From an optimization exercise on the open Yosys and OpenROAD flow, aimed at a short achievable clock period and few clock cycles per item; shortcuts taken in it are not production practice. The RTL was checked by simulation tests, not by an equivalence proof against the original design. Power is estimated from default activity; no workload was simulated.

`design/flow/design.v`:
```
`timescale 1ns / 1ps
module myCPU (
    input  wire         cpu_rst,
    input  wire         cpu_clk,
    output wire [15:0]  inst_addr,
    input  wire [31:0]  inst,
    output wire [31:0]  ram_addr,
    input  wire [31:0]  ram_rdata,
    output wire         ram_wen,
    output wire [31:0]  ram_wdata,
    output reg          debug_wb_have_inst,
    output reg  [31:0]  debug_wb_pc,
    output reg          debug_wb_ena,
    output reg  [ 4:0]  debug_wb_reg,
    output reg  [31:0]  debug_wb_value
);
    localparam NB = 16;    
    localparam NR = 4;     
    integer k;
    reg [31:0] pc_f;
    reg        v_d;
    reg [31:0] inst_d, pc_d;
    reg        pt_d;
    reg [31:0] ptgt_d;
    reg [31:0] rv1_d, rv2_d;
    reg        v_e;
    reg [31:0] pc_e, a_e, b_e, const_e, tgt_e, pc4_e, ptgt_e;
    reg        pt_e, ptf_e;
    reg        is_br_e, is_jal_e, is_jalr_e;
    reg        sel_lw_e, sel_const_e;
    reg [2:0]  f3_e;
    reg        op_add_e, op_sub_e, op_and_e, op_or_e, op_xor_e, op_sll_e, op_srl_e, op_sra_e;
    reg        wen_e, hasrd_e;
    reg [4:0]  rd_e;
    reg [31:0] ram_addr_e, ram_wdata_e;
    reg        ram_wen_e;
    reg        wbw;
    reg [4:0]  wb_rd;
    reg [31:0] wb_val;
    reg        rst_q;       
    reg [15:0] pc_o;        
    reg [31:0] rf [1:31];
    reg        bv   [0:NB-1];
    reg [15:0] btag [0:NB-1];
    reg [15:0] btgt [0:NB-1];
    reg        bjmp [0:NB-1];
    reg        bret [0:NB-1];
    reg [1:0]  bctr [0:NB-1];
    reg [3:0]  bptr;
    reg [31:0] ras  [0:NR-1];
    assign inst_addr = pc_o;
    assign ram_addr  = ram_addr_e;
    assign ram_wdata = ram_wdata_e;
    assign ram_wen   = ram_wen_e;
    reg [NB-1:0] hit_f;
    reg          pred_f;
    reg [31:0]   ptgt_f;
    reg [15:0]   btsel_f;
    reg          rsel_f;
    always @(*) begin
        pred_f = 1'b0;
        btsel_f = 16'h0;
        rsel_f = 1'b0;
        for (k = 0; k < NB; k = k + 1) begin
            hit_f[k] = bv[k] && (btag[k] == pc_f[17:2]);
            pred_f = pred_f | (hit_f[k] & (bjmp[k] | bctr[k][1]));
            btsel_f = btsel_f | ({16{hit_f[k] & ~bret[k]}} & btgt[k]);
            rsel_f = rsel_f | (hit_f[k] & bret[k]);
        end
        ptgt_f = rsel_f ? ras[0] : {pc_f[31:18], btsel_f, 2'b00};
    end
    wire        is_jal_f = (inst[6:0] == 7'b1101111);
    wire        is_bb_f  = (inst[6:0] == 7'b1100011) & inst[31];
    wire        st_f     = ~(|hit_f) & (is_jal_f | is_bb_f);
    wire [32:0] tj_s, tb_s;
    ksadd32 u_tj_s (.a(pc_f), .b({{12{inst[31]}}, inst[19:12], inst[20], inst[30:21], 1'b0}), .cin(1'b0), .s(tj_s));
    ksadd32 u_tb_s (.a(pc_f), .b({{20{inst[31]}}, inst[7], inst[30:25], inst[11:8], 1'b0}), .cin(1'b0), .s(tb_s));
    wire [31:0] stgt_f = is_jal_f ? tj_s[31:0] : tb_s[31:0];
    wire [4:0]  rs1_f = inst[19:15];
    wire [4:0]  rs2_f = inst[24:20];
    wire [31:0] rf_rd1 = (rs1_f == 5'd0) ? 32'h0 :
                         (wbw && wb_rd == rs1_f) ? wb_val : rf[rs1_f];
    wire [31:0] rf_rd2 = (rs2_f == 5'd0) ? 32'h0 :
                         (wbw && wb_rd == rs2_f) ? wb_val : rf[rs2_f];
    wire [6:0] op_d  = inst_d[6:0];
    wire [2:0] f3_d  = inst_d[14:12];
    wire [4:0] rd_d  = inst_d[11:7];
    wire [4:0] rs1_d = inst_d[19:15];
    wire [4:0] rs2_d = inst_d[24:20];
    wire is_lui_d  = (op_d == 7'b0110111);
    wire is_jal_d  = (op_d == 7'b1101111);
    wire is_jalr_d = (op_d == 7'b1100111);
    wire is_br_d   = (op_d == 7'b1100011);
    wire is_lw_d   = (op_d == 7'b0000011);
    wire is_sw_d   = (op_d == 7'b0100011);
    wire is_r_d    = (op_d == 7'b0110011);
    wire is_i_d    = (op_d == 7'b0010011);
    wire hasrd_d = is_r_d | is_i_d | is_lw_d | is_lui_d | is_jal_d | is_jalr_d;
    wire wen_d   = hasrd_d & (rd_d != 5'd0);
    wire [31:0] immI = {{20{inst_d[31]}}, inst_d[31:20]};
    wire [31:0] immS = {{20{inst_d[31]}}, inst_d[31:25], inst_d[11:7]};
    wire [31:0] immB = {{20{inst_d[31]}}, inst_d[7], inst_d[30:25], inst_d[11:8], 1'b0};
    wire [31:0] immU = {inst_d[31:12], 12'h0};
    wire [31:0] immJ = {{12{inst_d[31]}}, inst_d[19:12], inst_d[20], inst_d[30:21], 1'b0};
    wire alu_d = is_r_d | is_i_d;
    wire op_add_d = alu_d & (f3_d == 3'b000) & ~(is_r_d & inst_d[30]);
    wire op_sub_d = is_r_d & (f3_d == 3'b000) & inst_d[30];
    wire op_and_d = alu_d & (f3_d == 3'b111);
    wire op_or_d  = alu_d & (f3_d == 3'b110);
    wire op_xor_d = alu_d & (f3_d == 3'b100);
    wire op_sll_d = alu_d & (f3_d == 3'b001);
    wire op_srl_d = alu_d & (f3_d == 3'b101) & ~inst_d[30];
    wire op_sra_d = alu_d & (f3_d == 3'b101) & inst_d[30];
    wire [31:0] pc4_d = pc_d + 32'd4;
    wire [32:0] tgtj_s, tgtb_s;
    ksadd32 u_tgtj_s (.a(pc_d), .b(immJ), .cin(1'b0), .s(tgtj_s));
    ksadd32 u_tgtb_s (.a(pc_d), .b(immB), .cin(1'b0), .s(tgtb_s));
    wire [31:0] tgt_d = is_jal_d ? tgtj_s[31:0] : tgtb_s[31:0];
    wire [31:0] res_e;
    reg fe1, fe2, fw1, fw2;
    wire [31:0] old1 = fw1 ? wb_val : rv1_d;
    wire [31:0] old2 = fw2 ? wb_val : rv2_d;
    wire [31:0] fwd1 = fe1 ? res_e : old1;
    wire [31:0] fwd2 = fe2 ? res_e : old2;
    wire [32:0] agui_s, agus_s;
    ksadd32 u_agui_s (.a(old1), .b(immI), .cin(1'b0), .s(agui_s));
    ksadd32 u_agus_s (.a(old1), .b(immS), .cin(1'b0), .s(agus_s));
    wire [31:0] agu_d = is_sw_d ? agus_s[31:0] : agui_s[31:0];
    wire stall = v_d & (is_lw_d | is_sw_d) & fe1;
    wire [32:0] add_s;
    ksadd32 u_add_s (.a(a_e), .b(b_e), .cin(1'b0), .s(add_s));
    wire [32:0] sub_s;
    ksadd32 u_sub_s (.a(a_e), .b(~b_e), .cin(1'b1), .s(sub_s));
    wire [31:0] add_e = add_s[31:0];
    wire [31:0] sub_e = sub_s[31:0];
    wire [31:0] sra_e = $signed(a_e) >>> b_e[4:0];
    wire [31:0] alu_e =
          ({32{op_add_e}} & add_e)
        | ({32{op_sub_e}} & sub_e)
        | ({32{op_and_e}} & (a_e & b_e))
        | ({32{op_or_e }} & (a_e | b_e))
        | ({32{op_xor_e}} & (a_e ^ b_e))
        | ({32{op_sll_e}} & (a_e << b_e[4:0]))
        | ({32{op_srl_e}} & (a_e >> b_e[4:0]))
        | ({32{op_sra_e}} & sra_e);
    assign res_e = alu_e
                 | ({32{sel_lw_e}} & ram_rdata)
                 | ({32{sel_const_e}} & const_e);
    wire eq_e = (a_e == b_e);
    wire [32:0] cmp_s;
    ksadd32 u_cmp_s (.a({~a_e[31], a_e[30:0]}), .b({b_e[31], ~b_e[30:0]}), .cin(1'b1), .s(cmp_s));
    wire lt_e = ~cmp_s[32];
    wire taken_e = f3_e[2] ? (lt_e ^ f3_e[0]) : (eq_e ^ f3_e[0]);
    wire [31:0] jc  = {ptgt_e[31:1], a_e[0] ^ b_e[0]};
    wire [31:0] jx  = a_e ^ b_e;
    wire jmatch_e = ((jx ^ jc) == {((a_e[30:0] & b_e[30:0]) | (jx[30:0] & ~jc[30:0])), 1'b0});
    wire [31:0] rc  = {ras[0][31:1], a_e[0] ^ b_e[0]};
    wire rmatch_e = ((jx ^ rc) == {((a_e[30:0] & b_e[30:0]) | (jx[30:0] & ~rc[30:0])), 1'b0});
    wire [31:0] jt_e = {add_e[31:1], 1'b0};
    wire tne_e = (tgt_e != ptgt_e);
    wire ctl_e = is_br_e | is_jal_e | is_jalr_e;
    wire mis_o = v_e & (  (is_jalr_e & ~(pt_e & jmatch_e))
                        | (~ctl_e & pt_e)
                        | (is_jal_e & ptf_e & tne_e));
    wire mis_t = mis_o | (v_e & is_br_e & (~pt_e | (ptf_e & tne_e)));
    wire mis_n = mis_o | (v_e & is_br_e & pt_e);
    wire mis_e = taken_e ? mis_t : mis_n;
    wire [31:0] redir_t = is_jalr_e ? jt_e : ctl_e ? tgt_e : pc4_e;
    wire [31:0] redir_n = is_jalr_e ? jt_e : is_jal_e ? tgt_e : pc4_e;
    wire [32:0] cmpd_s;
    ksadd32 u_cmpd_s (.a({~old1[31], old1[30:0]}), .b({old2[31], ~old2[30:0]}), .cin(1'b1), .s(cmpd_s));
    wire eq_d = (old1 == old2);
    wire lt_d = ~cmpd_s[32];
    wire taken_d = f3_d[2] ? (lt_d ^ f3_d[0]) : (eq_d ^ f3_d[0]);
    wire fixb_d = v_d & is_br_d & ~fe1 & ~fe2 & (taken_d ^ pt_d);
    wire [31:0] jtd = {agui_s[31:1], 1'b0};
    wire [31:0] jdc = {ptgt_d[31:1], old1[0] ^ immI[0]};
    wire [31:0] jdx = old1 ^ immI;
    wire jdmatch = ((jdx ^ jdc) == {((old1[30:0] & immI[30:0]) | (jdx[30:0] & ~jdc[30:0])), 1'b0});
    wire fixj_d = v_d & is_jalr_d & ~fe1 & ~(pt_d & jdmatch);
    wire fix_d = fixb_d | fixj_d;
    wire [31:0] fixpc_d = is_jalr_d ? jtd : taken_d ? tgt_d : pc4_d;
    wire pt_id = fixb_d ? taken_d : (pt_d | fixj_d);
    wire [31:0] pc_nm = fix_d ? fixpc_d : stall ? pc_f : pred_f ? ptgt_f : st_f ? stgt_f : pc_f + 32'd4;
    wire [31:0] pc_next = taken_e ? (mis_t ? redir_t : pc_nm) : (mis_n ? redir_n : pc_nm);
    always @(posedge cpu_clk) begin
        rst_q <= cpu_rst;
        if (cpu_rst)
            pc_o <= 16'h0;
        else
            pc_o <= pc_next[17:2];
    end
    always @(posedge cpu_clk or posedge cpu_rst) begin
        if (cpu_rst) begin
            pc_f <= 32'h0;
            v_d  <= 1'b0;
            pt_d <= 1'b0;
            fe1  <= 1'b0;
            fe2  <= 1'b0;
            fw1  <= 1'b0;
            fw2  <= 1'b0;
        end else begin
            if (stall) begin
                fe1 <= 1'b0;
                fe2 <= 1'b0;
                fw1 <= 1'b0;
                fw2 <= 1'b0;
            end else begin
                fe1 <= v_d & wen_d & (rd_d == rs1_f);
                fe2 <= v_d & wen_d & (rd_d == rs2_f);
                fw1 <= v_e & wen_e & (rd_e == rs1_f);
                fw2 <= v_e & wen_e & (rd_e == rs2_f);
            end
            pc_f <= pc_next;
            if (mis_e | fix_d)
                v_d <= 1'b0;
            else if (!stall)
                v_d <= 1'b1;
            if (!stall)
                pt_d <= pred_f | st_f;
        end
    end
    always @(posedge cpu_clk) begin
        if (stall) begin
            rv1_d <= fwd1;
            rv2_d <= fwd2;
        end else begin
            inst_d <= inst;
            pc_d   <= pc_f;
            ptgt_d <= pred_f ? ptgt_f : stgt_f;
            rv1_d  <= rf_rd1;
            rv2_d  <= rf_rd2;
        end
    end
    always @(posedge cpu_clk or posedge cpu_rst) begin
        if (cpu_rst) begin
            v_e       <= 1'b0;
            ram_wen_e <= 1'b0;
        end else begin
            v_e       <= v_d & ~mis_e & ~stall;
            ram_wen_e <= v_d & is_sw_d & ~mis_e & ~stall;
        end
    end
    always @(posedge cpu_clk) begin
        pc_e      <= pc_d;
        a_e       <= fwd1;
        b_e       <= ((is_r_d | is_br_d) & fe2) ? res_e :
                     (is_r_d | is_br_d) ? old2 : immI;
        const_e   <= is_lui_d ? immU : pc4_d;
        tgt_e     <= tgt_d;
        pc4_e     <= pc4_d;
        ptgt_e    <= fixj_d ? jtd : ptgt_d;
        pt_e      <= pt_id;
        ptf_e     <= pt_d & ~fix_d;
        is_br_e   <= is_br_d;
        is_jal_e  <= is_jal_d;
        is_jalr_e <= is_jalr_d;
        sel_lw_e    <= is_lw_d;
        sel_const_e <= is_lui_d | is_jal_d | is_jalr_d;
        f3_e      <= f3_d;
        op_add_e  <= op_add_d;
        op_sub_e  <= op_sub_d;
        op_and_e  <= op_and_d;
        op_or_e   <= op_or_d;
        op_xor_e  <= op_xor_d;
        op_sll_e  <= op_sll_d;
        op_srl_e  <= op_srl_d;
        op_sra_e  <= op_sra_d;
        wen_e     <= wen_d;
        hasrd_e   <= hasrd_d;
        rd_e      <= rd_d;
        ram_addr_e  <= agu_d;
        ram_wdata_e <= fwd2;
    end
    always @(posedge cpu_clk or posedge cpu_rst) begin
        if (cpu_rst) begin
            debug_wb_have_inst <= 1'b0;
            wbw <= 1'b0;
        end else begin
            debug_wb_have_inst <= v_e;
            wbw <= v_e & wen_e;
        end
    end
    always @(posedge cpu_clk) begin
        debug_wb_pc    <= pc_e;
        debug_wb_ena   <= hasrd_e;
        wb_rd          <= rd_e;
        wb_val         <= res_e;
        if (v_e) begin
            debug_wb_reg   <= rd_e;
            debug_wb_value <= res_e;
        end
    end
    always @(posedge cpu_clk) begin
        for (k = 1; k < 32; k = k + 1) begin
            if (rst_q)
                rf[k] <= 32'h0;
            else if (wbw && wb_rd == k)
                rf[k] <= wb_val;
        end
    end
    reg [NB-1:0] hit_e;
    always @(*) begin
        for (k = 0; k < NB; k = k + 1)
            hit_e[k] = bv[k] && (btag[k] == pc_e[17:2]);
    end
    wire hitany_e = |hit_e;
    wire upd_e = v_e & ctl_e;
    wire ret_e = is_jalr_e & (rd_e == 5'd0) & rmatch_e;
    wire alloc_e = v_e & ~hitany_e & ctl_e;
    wire push_e = v_e & (is_jal_e | is_jalr_e) & wen_e;
    wire pop_e  = v_e & ret_e;
    always @(posedge cpu_clk or posedge cpu_rst) begin
        if (cpu_rst) begin
            for (k = 0; k < NB; k = k + 1) begin
                bv[k]   <= 1'b0;
                bjmp[k] <= 1'b0;
                bret[k] <= 1'b0;
                bctr[k] <= 2'b00;
            end
            bptr <= 4'd0;
        end else begin
            for (k = 0; k < NB; k = k + 1) begin
                if (alloc_e && bptr == k) begin
                    bv[k]   <= 1'b1;
                    bjmp[k] <= ~is_br_e;
                    bret[k] <= ret_e;
                    bctr[k] <= taken_e ? 2'b10 : 2'b01;
                end else if (upd_e && hit_e[k]) begin
                    if (is_br_e) begin
                        if (taken_e && bctr[k] != 2'b11) bctr[k] <= bctr[k] + 2'b01;
                        if (!taken_e && bctr[k] != 2'b00) bctr[k] <= bctr[k] - 2'b01;
                    end
                    if (is_jalr_e) bret[k] <= ret_e;
                end
            end
            if (alloc_e) bptr <= bptr + 4'd1;
        end
    end
    reg [NB-1:0] jw_slot;
    reg [31:0]   jw_tgt;
    always @(posedge cpu_clk or posedge cpu_rst) begin
        if (cpu_rst)
            jw_slot <= {NB{1'b0}};
        else
            for (k = 0; k < NB; k = k + 1)
                jw_slot[k] <= v_e & is_jalr_e & (alloc_e ? (bptr == k) : hit_e[k]);
    end
    always @(posedge cpu_clk) begin
        jw_tgt <= jt_e;
        for (k = 0; k < NB; k = k + 1) begin
            if (alloc_e && bptr == k) begin
                btag[k] <= pc_e[17:2];
                btgt[k] <= tgt_e[17:2];
            end else if (jw_slot[k])
                btgt[k] <= jw_tgt[17:2];
        end
    end
    always @(posedge cpu_clk or posedge cpu_rst) begin
        if (cpu_rst) begin
            for (k = 0; k < NR; k = k + 1) ras[k] <= 32'h0;
        end else if (push_e) begin
            ras[0] <= pc4_e;
            for (k = 1; k < NR; k = k + 1) ras[k] <= ras[k-1];
        end else if (pop_e) begin
            for (k = 0; k < NR - 1; k = k + 1) ras[k] <= ras[k+1];
        end
    end
endmodule
module ksadd32 (
    input  wire [31:0] a,
    input  wire [31:0] b,
    input  wire        cin,
    output wire [32:0] s
);
    wire [31:0] x = a ^ b;
    wire [31:0] g0 = (a & b) | {31'b0, x[0] & cin};
    wire [31:0] g1, p1, g2, p2, g3, p3, g4, p4, g5, p5;
    assign g1 = g0 | (x  & {g0[30:0], 1'b0});  assign p1 = x  & {x[30:0],  1'b0};
    assign g2 = g1 | (p1 & {g1[29:0], 2'b0});  assign p2 = p1 & {p1[29:0], 2'b0};
    assign g3 = g2 | (p2 & {g2[27:0], 4'b0});  assign p3 = p2 & {p2[27:0], 4'b0};
    assign g4 = g3 | (p3 & {g3[23:0], 8'b0});  assign p4 = p3 & {p3[23:0], 8'b0};
    assign g5 = g4 | (p4 & {g4[15:0], 16'b0}); assign p5 = p4 & {p4[15:0], 16'b0};
    assign s = {g5[31], x ^ {g5[30:0], cin}};
endmodule
```
`design/flow/run.sh`:
```
#!/bin/bash
# synth_recipe.tcl (not shown) runs the flow's synth.tcl, then flattens the netlist and writes it again
# the make line also repeats each setting of config.mk as NAME=value (left out here)
make -C /OpenROAD-flow-scripts/flow DESIGN_CONFIG=/design/flow/config.mk WORK_HOME=/design/flow/orfs CLKGATE_MAP_FILE= SYNTH_SCRIPT=/design/flow/synth_recipe.tcl finish
```
`design/flow/config.mk`:
```
export PLATFORM = sky130hd
export DESIGN_NAME = myCPU
export DESIGN_NICKNAME = myCPU
export VERILOG_FILES = /design/flow/design.v
export SDC_FILE = /design/flow/constraint.sdc
export NUM_CORES = 4
export LEC_CHECK = 0
export CAP_MARGIN = 20
export CORE_MARGIN = 2
export CORE_UTILIZATION = 35
export PLACE_DENSITY = 0.45
export SETUP_SLACK_MARGIN = 5
export SLEW_MARGIN = 20
export SYNTH_HIERARCHICAL = 1
export SYNTH_MINIMUM_KEEP_SIZE = 0
export TNS_END_PERCENT = 100
```
`design/flow/constraint.sdc`:
```
create_clock -name core_clock -period 10.0 [get_ports {cpu_clk}]
set_input_delay 2.0000 -clock core_clock [delete_from_list [all_inputs] [get_ports {cpu_clk}]]
set_output_delay 2.0000 -clock core_clock [all_outputs]
set_load 0.01 [all_outputs]
```
==> results of run 1 <==
==> cells in the final DEF (no fill, tap or decap), types with 313 or more instances in the layout <==
cell	instances
edfxtp_1	645
buf_4	482
a22oi_1	725
mux2_2	462
o21ai_0	350
xnor2_1	485
xor2_1	446
nand2_1	2765
nor2_1	664
ha_1	372
a21oi_1	1576
dfxtp_1	1414
inv_1	439
nand4_1	313
==> per-layer routing <==
metal  vias to the layer above  GRT usage  share of wire
met1                     64700      0.497           0.40
met5                         -    0.00840        0.00043
li1                      55200          -              -
met4                        22      0.257          0.083
met3                      2480     0.0985           0.11
met2                      8981      0.556           0.41
==> stage by stage <==
step	power (mW)	hold slack [ns]	worst slack [ns]	area (µm²)
finish	33.7	0.325	4.85	155000
global route	34.7	0.330	4.90	155000
CTS	33.5	0.326	5.00	154000
detailed placement	22.4	0.312	3.09	144000
global placement	22.5	0.312	3.19	144000
floorplan	17.9	0.310	4.14	135000
==> layout make-up <==
| class | count | share of cell area |
|---|---|---|
| Clock inverter | 116 | 0.00782 |
| Antenna cell | 68 | 0.00109 |
| Clock buffer | 415 | 0.0539 |
| Multi-Input combinational cell | 11300 | 0.483 |
| Sequential cell | 2384 | 0.358 |
| Tap cell | 5060 | 0.0407 |
| Timing Repair Buffer | 758 | 0.0441 |
| Inverter | 452 | 0.0111 |
==> power breakdown <==
group	switching, mW	total, mW	leakage [nW]	internal (mW)
logic	6.67	10.2	29.4	3.56
registers	1.55	12.5	21.6	11.0
clock network	4.69	11.0	4.71	6.29
total	12.9	33.7	55.7	20.8
==> worst min path at each step <==
stage               startpoint               to  cells past startpoint  slack, ns
floorplan              hasrd_e     debug_wb_ena                      0       0.31
global placement      pc_e[30]  debug_wb_pc[30]                      0       0.31
detailed placement    pc_e[30]  debug_wb_pc[30]                      0       0.31
CTS                   pc_e[30]  debug_wb_pc[30]                      0       0.33
global route          pc_e[29]  debug_wb_pc[29]                      0       0.33
finish                pc_e[30]  debug_wb_pc[30]                      0       0.33
==> repair_timing <==
item,in CTS,in global routing
hold buffers,0,0
endpoints found under the setup margin,458,190
pin swaps,11,17
gates cloned,6,2
resized for setup,130,151
setup buffers,31,33
==> results.tsv, run 1 <==
stage	metric	value	unit
power_and_ir_drop	p_leak	55.7	nW
grt	grt_max_degree	191	
clock_tree	clockBufferDepth	4	
min_path	hold_class	reg -> reg	
layout	multiInputGateArea	0.0751	mm²
clock_tree	cts_root_buffer	clkbuf_16	
grt	grt_pass1_wl	1040000	µm
timing	fin_worst_skew	0.0715	ns
setup_path	rr_startpoint	b_e[28]	
power_and_ir_drop	power.density	217	mW/mm²
setup_path	worstPathMaxFanout	24	
detailed_routing	firstDrtPassIters	11	
setup_path	required	10.79	ns
layout	fin_nets	15700	
timing	finalSetupViolCount	0	
detailed_routing	drtIter0Drc	21200	
placed_design	post-dp-hpwl	509000	µm
grt	grt_overflow	0	
grt	track_usage	0.382	
clock_tree	path_clk_slew	0.06	ns
detailed_routing	antenna_left	0	
timing	grt_setup_unrepaired	yes	
timing	hold_violations	0	
clock_tree	clock_sinks	2384	
timing	worst_pin_slew	1.35	ns
setup_path	cp_slowest_cell	nor3_1	
floorplanning	rows	228	
power_and_ir_drop	peakVddDrop	0.000179	V
setup_path	worstSetupPathType	in -> reg	
layout	final_util	0.404	
setup_path	reg2reg_to	pc_f[13]	
setup_path	path_depth	12	
detailed_routing	vias_per_cell	6.39	
yosys	synthCells	15300	
floorplanning	core_area	0.385	mm²
setup_path	cp_top_family	simple AND/OR/NAND/NOR gates	
layout	largestRegisters	rf (992), btag (256), btgt (256)	
clock_tree	clock_latency	0.96	ns
timing	finalSetupTns	0	ns
placed_design	gp_congestion	0.999	
yosys	ys.warnings.count	47	
setup_path	worstPathArrival	5.94	ns
layout	area_growth	15.0	%
detailed_routing	drcViolationCount	0	
detailed_routing	wl	777000	µm
setup_path	start_kind	input pin	
setup_path	endpoint	rv2_d[24]	
layout	top_register	rf	
setup_path	end_kind	register	
setup_path	r2r_cells	16	
setup_path	cpPeakStageDelay	0.79	ns
floorplanning	die_area	0.391	mm²
detailed_routing	avgRoutedWirePerCell	37.8	µm
setup_path	crit_top_cell	nor3_1	
run_status	status	complete, no violations	
layout	layoutNonFillerInstCount	20600	
clock_tree	h-tree-depth	5	
setup_path	worstPathCellList	clkdlybuf4s50_1, buf_6, nand2_1, nor2_4, buf_4, a22o_1, a221oi_1, nand4_1, nor3_1, nor3_1, a21oi_1, o22ai_1	
layout	fillers	38300	
clock_tree	cts_tree	done	
floorplanning	die_w	625	µm
clock_tree	cts-buffers-inserted	290	
floorplanning	start_util	0.351	
timing	max_slew_margin	0.0998	
setup_path	startpoint	inst[21]	
yosys	netlist_area	0.135	mm²
placed_design	dpl.cell_count	19900	
floorplanning	num_io_pins	218	
grt	grt_pass1_vias	120000	
setup_path	path_buf_inv	3	
layout	drive_gt1_frac	0.136	
detailed_routing	vias	131000	
timing	slew_viol_final	0	
placed_design	port-buffer-count	217	
timing	period_share	0.515	
floorplanning	fp.dieH	625	µm
setup_path	ff2ff_setup_slack	4.98	ns
layout	largest_reg_flops	992	
timing	period_needed	5.15	ns
flow_run	maxCapViolations	0	
layout	seq_area	0.0557	mm²
yosys	synth_area_per_cell	8.82	µm²
timing	max_freq	194	MHz
grt	antenna_found_initial	56	
Testbench counts, summed over its fixed seeds: cycles 24,186, instrs 22,862.
==> inputs of run 2 (changes only) <==
--- a/design/flow/design.v
+++ b/design/flow/design.v
@@ -168,19 +168,6 @@
     wire [31:0] redir_t = is_jalr_e ? jt_e : ctl_e ? tgt_e : pc4_e;
     wire [31:0] redir_n = is_jalr_e ? jt_e : is_jal_e ? tgt_e : pc4_e;
-    wire [32:0] cmpd_s;
-    ksadd32 u_cmpd_s (.a({~old1[31], old1[30:0]}), .b({old2[31], ~old2[30:0]}), .cin(1'b1), .s(cmpd_s));
-    wire eq_d = (old1 == old2);
-    wire lt_d = ~cmpd_s[32];
-    wire taken_d = f3_d[2] ? (lt_d ^ f3_d[0]) : (eq_d ^ f3_d[0]);
-    wire fixb_d = v_d & is_br_d & ~fe1 & ~fe2 & (taken_d ^ pt_d);
-    wire [31:0] jtd = {agui_s[31:1], 1'b0};
-    wire [31:0] jdc = {ptgt_d[31:1], old1[0] ^ immI[0]};
-    wire [31:0] jdx = old1 ^ immI;
-    wire jdmatch = ((jdx ^ jdc) == {((old1[30:0] & immI[30:0]) | (jdx[30:0] & ~jdc[30:0])), 1'b0});
-    wire fixj_d = v_d & is_jalr_d & ~fe1 & ~(pt_d & jdmatch);
-    wire fix_d = fixb_d | fixj_d;
-    wire [31:0] fixpc_d = is_jalr_d ? jtd : taken_d ? tgt_d : pc4_d;
-    wire pt_id = fixb_d ? taken_d : (pt_d | fixj_d);
-    wire [31:0] pc_nm = fix_d ? fixpc_d : stall ? pc_f : pred_f ? ptgt_f : st_f ? stgt_f : pc_f + 32'd4;
+    wire pt_id = pt_d;
+    wire [31:0] pc_nm = stall ? pc_f : pred_f ? ptgt_f : st_f ? stgt_f : pc_f + 32'd4;
     wire [31:0] pc_next = taken_e ? (mis_t ? redir_t : pc_nm) : (mis_n ? redir_n : pc_nm);
     always @(posedge cpu_clk) begin
@@ -213,5 +200,5 @@
             end
             pc_f <= pc_next;
-            if (mis_e | fix_d)
+            if (mis_e)
                 v_d <= 1'b0;
             else if (!stall)
@@ -250,7 +237,7 @@
         tgt_e     <= tgt_d;
         pc4_e     <= pc4_d;
-        ptgt_e    <= fixj_d ? jtd : ptgt_d;
+        ptgt_e    <= ptgt_d;
         pt_e      <= pt_id;
-        ptf_e     <= pt_d & ~fix_d;
+        ptf_e     <= pt_d;
         is_br_e   <= is_br_d;
         is_jal_e  <= is_jal_d;
==> design/flow/flow/run.sh (new file) <==
#!/bin/bash
set -euo pipefail
MARGIN=6.5
export BUFFER_PORTS_ARGS="-buffer_cell sky130_fd_sc_hd__buf_4"
sed -e "s/SETUP_SLACK_MARGIN=[0-9.]*/SETUP_SLACK_MARGIN=${MARGIN}/" standard.sh > standard_margin.sh
grep -q "SETUP_SLACK_MARGIN=${MARGIN}" standard_margin.sh
bash standard_margin.sh > flow_make.log 2>&1
==> design/flow/standard.sh (new file) <==
#!/bin/bash
# synth_recipe.tcl (not shown) runs the flow's synth.tcl, then flattens the netlist and writes it again
# the make line also repeats each setting of config.mk as NAME=value (left out here)
make -C /OpenROAD-flow-scripts/flow DESIGN_CONFIG=/design/flow/config.mk WORK_HOME=/design/flow/orfs CLKGATE_MAP_FILE= SYNTH_SCRIPT=/design/flow/synth_recipe.tcl "${@:-finish}"
--- a/design/flow/config.mk
+++ b/design/flow/config.mk
@@ -7,10 +7,12 @@
 export LEC_CHECK = 0
 export CAP_MARGIN = 20
+export CELL_PAD_IN_SITES_DETAIL_PLACEMENT = 1
+export CELL_PAD_IN_SITES_GLOBAL_PLACEMENT = 1
 export CORE_MARGIN = 2
-export CORE_UTILIZATION = 35
-export PLACE_DENSITY = 0.45
+export CORE_UTILIZATION = 25
+export PLACE_DENSITY = 0.35
 export SETUP_SLACK_MARGIN = 5
 export SLEW_MARGIN = 20
 export SYNTH_HIERARCHICAL = 1
 export SYNTH_MINIMUM_KEEP_SIZE = 0
-export TNS_END_PERCENT = 100
+export TNS_END_PERCENT = 10
removed: design/flow/run.sh
==> results.tsv, run 2 <==
stage	metric	value	unit
detailed_routing	antenna_left	0	
detailed_routing	avgRoutedWirePerCell	44.2	µm
timing	finalSetupViolCount	0	
timing	period_share	0.447	
timing	finalWorstSetupSlack	5.53	ns
setup_path	reg2reg_to	b_e[16]	
setup_path	end_kind	register	
yosys	ys.warnings.count	47	
setup_path	ff2ff_setup_slack	5.53	ns
layout	largestRegisters	rf (992), btag (256), btgt (256)	
timing	finalSetupTns	0	ns
run_status	status	complete, no violations	
clock_tree	clock_sinks	2383	
flow_run	maxCapViolations	0	
setup_path	worstPathCellList	buf_4, fa_2, inv_2, fa_2, nand2b_4, a21oi_4, buf_4, o2111ai_4, a21oi_2, nor2b_2, xnor2_4, a222oi_1, nand3_1, a2111oi_4, a21oi_1, buf_4, mux2_2	
layout	fin_nets	15900	
grt	grt_pass1_vias	130000	
timing	fin_worst_skew	0.0668	ns
timing	max_slew_margin	0.0933	
layout	top_register	rf	
setup_path	worstSetupPathType	reg -> reg	
min_path	holdPathStages	0	
min_path	hold_class	reg -> reg	
detailed_routing	drcViolationCount	0	
detailed_routing	drtIter0Drc	17600	
setup_path	cpPeakStageDelay	0.75	ns
layout	fillers	59200	
setup_path	worstPathArrival	5.35	ns
placed_design	place_ws	3.39	ns
clock_tree	cts_root_buffer	clkbuf_16	
clock_tree	path_clk_slew	0.07	ns
grt	grt_overflow	0	
yosys	synth_area_per_cell	8.93	µm²
power_and_ir_drop	p_total	36.0	mW
power_and_ir_drop	power.density	212	mW/mm²
clock_tree	cts-buffers-inserted	325	
min_path	hold_start	ptgt_d[1]	
placed_design	post-dp-hpwl	628000	µm
min_path	hold_end	ptgt_e[1]	
yosys	netlist_area	0.132	mm²
clock_tree	ctsHoldBuffers	0	
clock_tree	clock_latency	1.03	ns
grt	grt_max_degree	166	
layout	drive_gt1_frac	0.228	
clock_tree	h-tree-depth	5	
setup_path	rr_startpoint	b_e[0]	
setup_path	crit_top_cell	buf_4	
setup_path	start_kind	register	
timing	worst_pin_slew	1.36	ns
layout	final_common_cell	nand2_1	
power_and_ir_drop	peakVddDrop	0.000178	V
layout	design_area	0.170	mm²
setup_path	r2r_cells	17	
power_and_ir_drop	p_leak	61.4	nW
layout	final_cell_mix	nand2_1 (2643), a21oi_1 (1481), dfxtp_1 (1407)	
floorplanning	fp.dieH	731	µm
timing	slew_viol_final	0	
floorplanning	core_area	0.527	mm²
detailed_routing	wl	1000000	µm
setup_path	cp_slowest_cell	a222oi_1	
clock_tree	clockBufferDepth	4	
floorplanning	num_io_pins	218	
detailed_routing	vias_per_cell	5.93	
setup_path	path_buf_inv	4	
timing	period_needed	4.47	ns
placed_design	placed_cell_area	0.143	mm²
timing	hold_violations	0	
floorplanning	start_util	0.251	
setup_path	worstPathMaxFanout	3	
floorplanning	rows	267	
setup_path	required	10.88	ns
placed_design	gp_congestion	0.914	
floorplanning	die_area	0.534	mm²
placed_design	port-buffer-count	217	
detailed_routing	vias	135000	
layout	area_growth	28.3	%
floorplanning	die_w	731	µm
grt	track_usage	0.354	
grt	antenna_found_initial	134	
grt	grt_pass1_wl	1280000	µm
setup_path	cp_top_family	compound AO/OA/AOI/OAI gates	
yosys	synthCells	14800	
layout	largest_reg_flops	992	
clock_tree	cts_tree	done	
detailed_routing	firstDrtPassIters	9	
timing	max_freq	224	MHz
timing	grt_setup_unrepaired	yes	
## run 2: changes by cell type in the layout (fill, tap and decap cells not counted), moves of 95 or more
cell / change
buf_12: +165
a22o_1: -124
xnor2_1: +126
xor2_1: -216
a221oi_1: -185
buf_4: +483
nand4b_1: +122
nand4_1: +114
a21oi_1: -95
buf_6: +116
nor3_1: -119
inv_1: -149
clkdlybuf4s50_1: -212
nand2_1: -122
## run 2: area by class of cell
class / instances / area, µm² / area share
antenna: 52 / 130 / 0.000767
multi-input combinational: 10900 / 76300 / 0.450
tap: 6994 / 8750 / 0.0516
inverter: 328 / 1340 / 0.00788
clock inverter: 126 / 1660 / 0.00979
clock buffer: 468 / 9400 / 0.0554
timing repair buffer: 1440 / 16200 / 0.0958
sequential: 2383 / 55700 / 0.329
timing repair inverter: 2 / 36.3 / 0.000214
## run 2: report_power, final
part           internal, mW  switching [mW]
registers              10.9            1.48
logic                  4.18            6.92
clock network          7.29            5.23
total                  22.4            13.6
## run 2: worst max path at each step
stage / slack, ns / endpoint / start / cells past startpoint
floorplan: 5.74 / pc_f[30] / inst[31] / 11
global placement: 3.06 / pc_o[1] / inst[4] / 10
detailed placement: 3.39 / rv1_d[27] / inst[16] / 11
CTS: 5.60 / pc_o[14] / b_e[0] / 21
global route: 5.49 / pc_o[14] / b_e[0] / 22
finish: 5.53 / b_e[16] / b_e[0] / 17
## run 2: per-stage QoR
step / hold slack (ns) / utilization / instances
after floorplan: 0.310 / - / 14800
after global placement: 0.310 / 0.271 / 21300
after detailed placement: 0.313 / 0.271 / 21300
after CTS: 0.284 / 0.312 / 22400
after global routing: 0.316 / 0.321 / 22700
final: 0.303 / 0.321 / 22700
## run 2: worst register-to-register path, delay by kind of cell (launching register included)
kind            cells  cell delay, ns
buf+inv             4            0.55
xor+xnor            1            0.15
mux                 1            0.25
flops               1            0.40
simple gates        3            0.62
fa+ha+maj           2            0.56
compound gates      6            1.82
## run 2: metal layers
layer | up-vias | part of all wire | GRT usage | wire (µm)
met4 | 32 | 0.051 | 0.147 | 50700
li1 | 54900 | - | - | -
met2 | 7017 | 0.43 | 0.537 | 429000
met3 | 1739 | 0.083 | 0.0696 | 83000
met1 | 70900 | 0.44 | 0.490 | 439000
met5 | - | 0.00041 | 0 | 410
## run 2: timing repair
| action | 4_1_cts | 5_1_grt |
|---|---|---|
| pin swaps | 220 | 246 |
| cloned | 54 | 43 |
| buffers inserted | 451 | 173 |
| gates resized for setup | 1035 | 551 |
| endpoints found under the setup margin | 1839 | 1598 |
Testbench counts of run 2, summed over its fixed seeds: cycles 24,429, instrs 22,862.
==> inputs of run 3 (changes only) <==
--- a/design/flow/config.mk
+++ b/design/flow/config.mk
@@ -10,6 +10,6 @@
 export CELL_PAD_IN_SITES_GLOBAL_PLACEMENT = 1
 export CORE_MARGIN = 2
-export CORE_UTILIZATION = 25
-export PLACE_DENSITY = 0.35
+export CORE_UTILIZATION = 35
+export PLACE_DENSITY = 0.45
 export SETUP_SLACK_MARGIN = 5
 export SLEW_MARGIN = 20
==> results.tsv, run 3 <==
stage	metric	value	unit
run_status	status	complete, no violations	
floorplanning	die_w	618	µm
timing	grt_setup_unrepaired	yes	
detailed_routing	avgRoutedWirePerCell	42.3	µm
grt	antenna_found_initial	93	
placed_design	gp_congestion	0.969	
setup_path	cp_slowest_cell	a222oi_1	
placed_design	port-buffer-count	217	
setup_path	cpPeakStageDelay	0.62	ns
flow_run	maxCapViolations	0	
clock_tree	cts_tree	done	
setup_path	start_kind	register	
yosys	synth_area_per_cell	8.93	µm²
timing	max_freq	235	MHz
detailed_routing	vias_per_cell	6.68	
timing	period_share	0.426	
detailed_routing	drtIter0Drc	21100	
floorplanning	core_area	0.376	mm²
grt	grt_pass1_wl	1140000	µm
clock_tree	cts-buffers-inserted	298	
layout	final_common_cell	nand2_1	
timing	fin_worst_skew	0.0838	ns
clock_tree	path_clk_slew	0.06	ns
grt	grt_pass1_vias	132000	
detailed_routing	firstDrtPassIters	10	
floorplanning	start_util	0.352	
clock_tree	cts_root_buffer	clkbuf_16	
floorplanning	fp.dieH	618	µm
floorplanning	rows	225	
layout	top_register	rf	
grt	grt_overflow	0	
layout	largestRegisters	rf (992), btag (256), btgt (256)	
yosys	synthCells	14800	
clock_tree	h-tree-depth	5	
layout	final_cell_mix	nand2_1 (2711), a21oi_1 (1476), dfxtp_1 (1404)	
timing	finalSetupTns	0	ns
clock_tree	clockBufferDepth	4	
power_and_ir_drop	power.density	209	mW/mm²
power_and_ir_drop	p_leak	60.3	nW
clock_tree	clock_latency	0.99	ns
detailed_routing	vias	138000	
timing	max_slew_margin	0.141	
setup_path	required	10.79	ns
setup_path	worstPathArrival	5.05	ns
timing	worst_pin_slew	1.29	ns
grt	track_usage	0.430	
yosys	ys.warnings.count	47	
layout	drive_gt1_frac	0.224	
setup_path	end_kind	register	
layout	largest_reg_flops	992	
timing	period_needed	4.26	ns
yosys	netlist_area	0.132	mm²
timing	finalSetupViolCount	0	
floorplanning	die_area	0.382	mm²
power_and_ir_drop	peakVddDrop	0.000168	V
placed_design	post-dp-hpwl	535000	µm
setup_path	worstSetupPathType	reg -> reg	
min_path	hold_class	reg -> reg	
clock_tree	ctsHoldBuffers	0	
detailed_routing	antenna_left	0	
setup_path	worstPathCellList	buf_12, fa_2, buf_6, a21oi_4, nand4b_1, buf_4, a21oi_4, a2111oi_4, o221a_4, o31ai_4, xor2_2, a222oi_1, o2111ai_2, buf_6, mux2_4, o2bb2ai_2	
layout	area_growth	25.5	%
timing	hold_violations	0	
timing	whs	0.327	ns
clock_tree	clock_sinks	2383	
detailed_routing	wl	873000	µm
setup_path	worstPathMaxFanout	5	
floorplanning	num_io_pins	218	
setup_path	cp_top_family	compound AO/OA/AOI/OAI gates	
detailed_routing	drcViolationCount	0	
timing	slew_viol_final	0	
layout	fin_nets	15800	
setup_path	path_buf_inv	4	
grt	grt_max_degree	195	
==> run 3: worst paths after layout <==
kind	from	endpoint	slack, ns	depth (start not counted)
worst min-delay path	pc_e[21]	debug_wb_pc[21]	0.33	0
min in group asynchronous	cpu_rst	bv[1]	1.24	2
worst max register to register	b_e[0]	rv1_d[29]	5.74	16
worst min register to register	pc_e[21]	debug_wb_pc[21]	0.33	0
max in group asynchronous	cpu_rst	jw_slot[3]	6.64	4
worst max-delay path	b_e[0]	rv1_d[29]	5.74	16
==> run 3: area by class of cell <==
class / count / area (µm²)
repair inverters: 2 / 27.5
multi-input cells: 10900 / 76400
inverters: 328 / 1340
flip-flops and latches: 2383 / 55700
repair buffers: 1441 / 16000
clock buffers: 427 / 8580
diodes: 52 / 130
fillers: 41800 / 210000
well taps: 4994 / 6250
clock inverters: 113 / 1360
==> run 3: layer usage <==
metal,routed length (µm),up-vias,global-route usage
met5,1180,-,0.00202
met4,65800,54,0.266
met3,105000,2758,0.136
met2,357000,9804,0.616
met1,344000,70400,0.560
li1,-,54800,-
==> run 3: repair_timing <==
item / CTS / global route
cloned: 42 / 34
buffers inserted: 368 / 311
pin swaps: 206 / 242
setup endpoints to repair: 1518 / 1274
resized for setup: 994 / 729
==> run 3: power by group <==
group	total, mW	switching, mW	internal [mW]
logic	11.0	6.70	4.30
clock network	11.3	4.77	6.55
registers	12.3	1.41	10.9
total	34.6	12.9	21.7
==> run 3: stage by stage <==
stage	cells	total power [mW]	util	cell area [µm²]	setup slack [ns]
floorplan	14800	17.1	-	133000	5.74
global placement	19300	20.9	0.372	140000	3.68
detailed placement	19300	21.0	0.372	140000	3.67
CTS	20200	33.7	0.423	159000	5.82
global route	20600	35.5	0.441	166000	5.67
finish	20600	34.6	0.441	166000	5.74
==> inputs of run 4 (changes only) <==
==> design/flow/flow/run.sh (replaced) <==
#!/bin/bash
set -euo pipefail
MARGIN=6.5
export BUFFER_PORTS_ARGS="-buffer_cell sky130_fd_sc_hd__buf_4"
sed -e "s/SETUP_SLACK_MARGIN=[0-9.]*/SETUP_SLACK_MARGIN=${MARGIN} ADDER_MAP_FILE=/" standard.sh > standard_margin.sh
grep -q "SETUP_SLACK_MARGIN=${MARGIN} ADDER_MAP_FILE=" standard_margin.sh
bash standard_margin.sh > flow_make.log 2>&1
==> results.tsv, run 4 <==
stage	metric	value	unit
floorplanning	die_w	622	µm
detailed_routing	wl_met1	343000	µm
setup_path	worstPathArrival	5.12	ns
run_status	status	complete, no violations	
flow_run	maxCapViolations	0	
yosys	synth_area_per_cell	8.72	µm²
setup_path	reg2reg_to	rv1_d[16]	
layout	fillers	42500	
setup_path	worstSetupPathType	reg -> reg	
power_and_ir_drop	peakVddDrop	0.000174	V
placed_design	dpl.cell_count	19900	
grt	track_usage	0.422	
floorplanning	rows	226	
grt	grt_overflow	0	
timing	hold_violations	0	
clock_tree	clockBufferDepth	4	
setup_path	end_kind	register	
layout	top_register	rf	
setup_path	start_kind	register	
layout	final_common_cell	nand2_1	
timing	fin_worst_skew	0.0818	ns
min_path	hold_class	reg -> reg	
grt	grt_pass1_wl	1140000	µm
layout	final_cell_mix	nand2_1 (2638), a21oi_1 (1694), dfxtp_1 (1401)	
timing	finalSetupViolCount	0	
floorplanning	core_area	0.379	mm²
detailed_routing	highest_layer	met5	
floorplanning	num_io_pins	218	
layout	layoutNonFillerInstCount	21200	
layout	largestRegisters	rf (992), btag (256), btgt (256)	
detailed_routing	met2WireLength	363000	µm
placed_design	post-dp-hpwl	530000	µm
clock_tree	cts-buffers-inserted	298	
setup_path	rr_startpoint	a_e[8]	
clock_tree	ctsHoldBuffers	0	
timing	period_needed	4.30	ns
placed_design	port-buffer-count	217	
yosys	netlist_area	0.134	mm²
yosys	synthCells	15300	
power_and_ir_drop	p_leak	59.3	nW
timing	worst_pin_slew	1.28	ns
layout	area_growth	25.1	%
clock_tree	clock_sinks	2383	
grt	antenna_found_initial	86	
setup_path	endpoint	rv1_d[16]	
floorplanning	die_area	0.387	mm²
layout	drive_gt1_frac	0.213	
setup_path	startpoint	a_e[8]	
detailed_routing	firstDrtPassIters	10	
setup_path	r2r_cells	18	
timing	max_slew_margin	0.139	
power_and_ir_drop	power.density	207	mW/mm²
setup_path	worstPathMaxFanout	26	
yosys	ys.warnings.count	47	
setup_path	required	10.82	ns
timing	slew_viol_final	0	
layout	fin_nets	15900	
timing	max_freq	232	MHz
floorplanning	fp.dieH	622	µm
clock_tree	cts_root_buffer	clkbuf_16	
layout	largest_reg_flops	992	
timing	period_share	0.430	
setup_path	ff2ff_setup_slack	5.70	ns
detailed_routing	wl	870000	µm
detailed_routing	vias	140000	
timing	grt_setup_unrepaired	yes	
grt	grt_max_degree	203	
detailed_routing	drcViolationCount	0	
detailed_routing	vias_per_cell	6.62	
clock_tree	h-tree-depth	5	
detailed_routing	wl_met3	97100	µm
clock_tree	path_clk_slew	0.06	ns
detailed_routing	avgRoutedWirePerCell	41.1	µm
placed_design	place_ws	3.46	ns
detailed_routing	drtIter0Drc	20800	
detailed_routing	antenna_left	0	
clock_tree	cts_tree	done	
clock_tree	clock_latency	1.02	ns
timing	finalWorstSetupSlack	5.70	ns
floorplanning	start_util	0.352	
timing	finalSetupTns	0	ns
grt	grt_pass1_vias	134000	
placed_design	gp_congestion	0.973	
[run 4: cell types whose count changed in the layout (fill, tap and decap cells not counted), sizes merged, moves of 128 or more]
cell and delta:
maj3 +196, xor2 +138, a221oi +150, nand4b -128, and2 +169, xnor2 +241
a22o +143, nor2 +169, ha -349, a21oi +166, a22oi -148
[run 4: worst min-delay path by stage]
stage	start	to	slack [ns]	depth (start not counted)
2_1_floorplan	hasrd_e	debug_wb_ena	0.31	0
3_3_place_gp	pc_e[30]	debug_wb_pc[30]	0.31	0
3_5_place_dp	pc_e[22]	debug_wb_pc[22]	0.31	0
4_1_cts	ptgt_d[31]	ptgt_e[31]	0.32	0
5_1_grt	ptgt_d[31]	ptgt_e[31]	0.33	0
6_report	pc_e[26]	debug_wb_pc[26]	0.32	0
[run 4: layout make-up]
| type | count | area, µm² | share of cell area |
|---|---|---|---|
| flip-flops and latches | 2383 | 55800 | 0.334 |
| repair inverters | 3 | 26.3 | 0.000157 |
| repair buffers | 1421 | 15400 | 0.0923 |
| clock buffers | 445 | 8690 | 0.0520 |
| clock inverters | 106 | 1280 | 0.00766 |
| inverters | 239 | 1130 | 0.00677 |
| diodes | 60 | 150 | 0.000898 |
| multi-input cells | 11500 | 78400 | 0.469 |
| well taps | 5016 | 6280 | 0.0375 |
[run 4: power by group]
group          total, mW  switching [mW]  internal [mW]
clock network       11.4            4.78           6.59
registers           12.4            1.50           10.9
logic               10.9            6.86           4.03
[run 4: per-layer routing]
layer,up-vias,global-route usage
met1,71600,0.551
met5,-,0.000864
li1,56600,-
met3,2672,0.111
met2,9428,0.620
met4,48,0.259
[run 4: timing repair]
item	CTS	global route
gates resized for setup	906	768
setup endpoints to repair	1438	1253
setup buffers	288	337
pin swaps	137	169
gates cloned	45	36
[run 4: stage by stage]
| stage | util | total power, mW | hold slack, ns | cell area [µm²] |
|---|---|---|---|---|
| final | 0.441 | 34.6 | 0.324 | 167000 |
| after floorplan | - | 17.3 | 0.310 | 134000 |
| after global placement | 0.373 | 21.2 | 0.310 | 142000 |
| after detailed placement | 0.373 | 21.3 | 0.315 | 142000 |
| after global routing | 0.440 | 35.5 | 0.329 | 167000 |
| after CTS | 0.421 | 34.1 | 0.318 | 160000 |
[run 4: critical path: stages, from the launching register on]
cell	delay [ns]
dfxtp_1	0.32
buf_8	0.17
and2_2	0.26
maj3_1	0.39
nor2_2	0.16
nand2_1	0.09
o21a_4	0.27
a31oi_2	0.28
xor2_1	0.12
buf_4	0.19
a22oi_2	0.24
nand2_1	0.08
a21oi_1	0.18
o2111ai_2	0.29
a31oi_1	0.23
o21ai_0	0.12
buf_4	0.20
mux2_2	0.37
o2bb2ai_1	0.15

[re-timing with driven ports]
How much do the figures lean on ideal ports? The routed layouts below were timed once more, with nothing changed but the port constraints. Step 1, drivers: a clkbuf_16 drives cpu_clk and a buf_2 each remaining input, both assumed. Step 2 adds t to the input delays and takes it off the output delays; t is the mean of the earliest and latest rising clock arrival at the registers after step 1. Input paths then give back, and output paths get back, about the clock's delay inside the block. Slacks: no drivers / after step 1 / after step 2; pairs: no drivers / after step 1.
run | t, ns | setup slack, ns | worst hold slack (ns) | worst register clock-pin slew, ns
run 1 | 1.062 | 4.850 / 4.953 / 3.891 | 0.325 / 0.325 / 0.325 | 0.07 / 0.07
run 2 | 1.129 | 5.532 / 5.504 / 4.376 | 0.303 / 0.303 / 0.303 | 0.07 / 0.07
run 3 | 1.067 | 5.738 / 5.719 / 4.651 | 0.327 / 0.327 / 0.327 | 0.07 / 0.07
run 4 | 1.092 | 5.698 / 5.698 / 4.619 | 0.324 / 0.324 / 0.324 | 0.08 / 0.08
After both steps setup and hold are still met in every run listed. For run 2, which loses most, drivers alone change the setup slack by -0.028 ns; drivers and shift together by -1.156 ns.
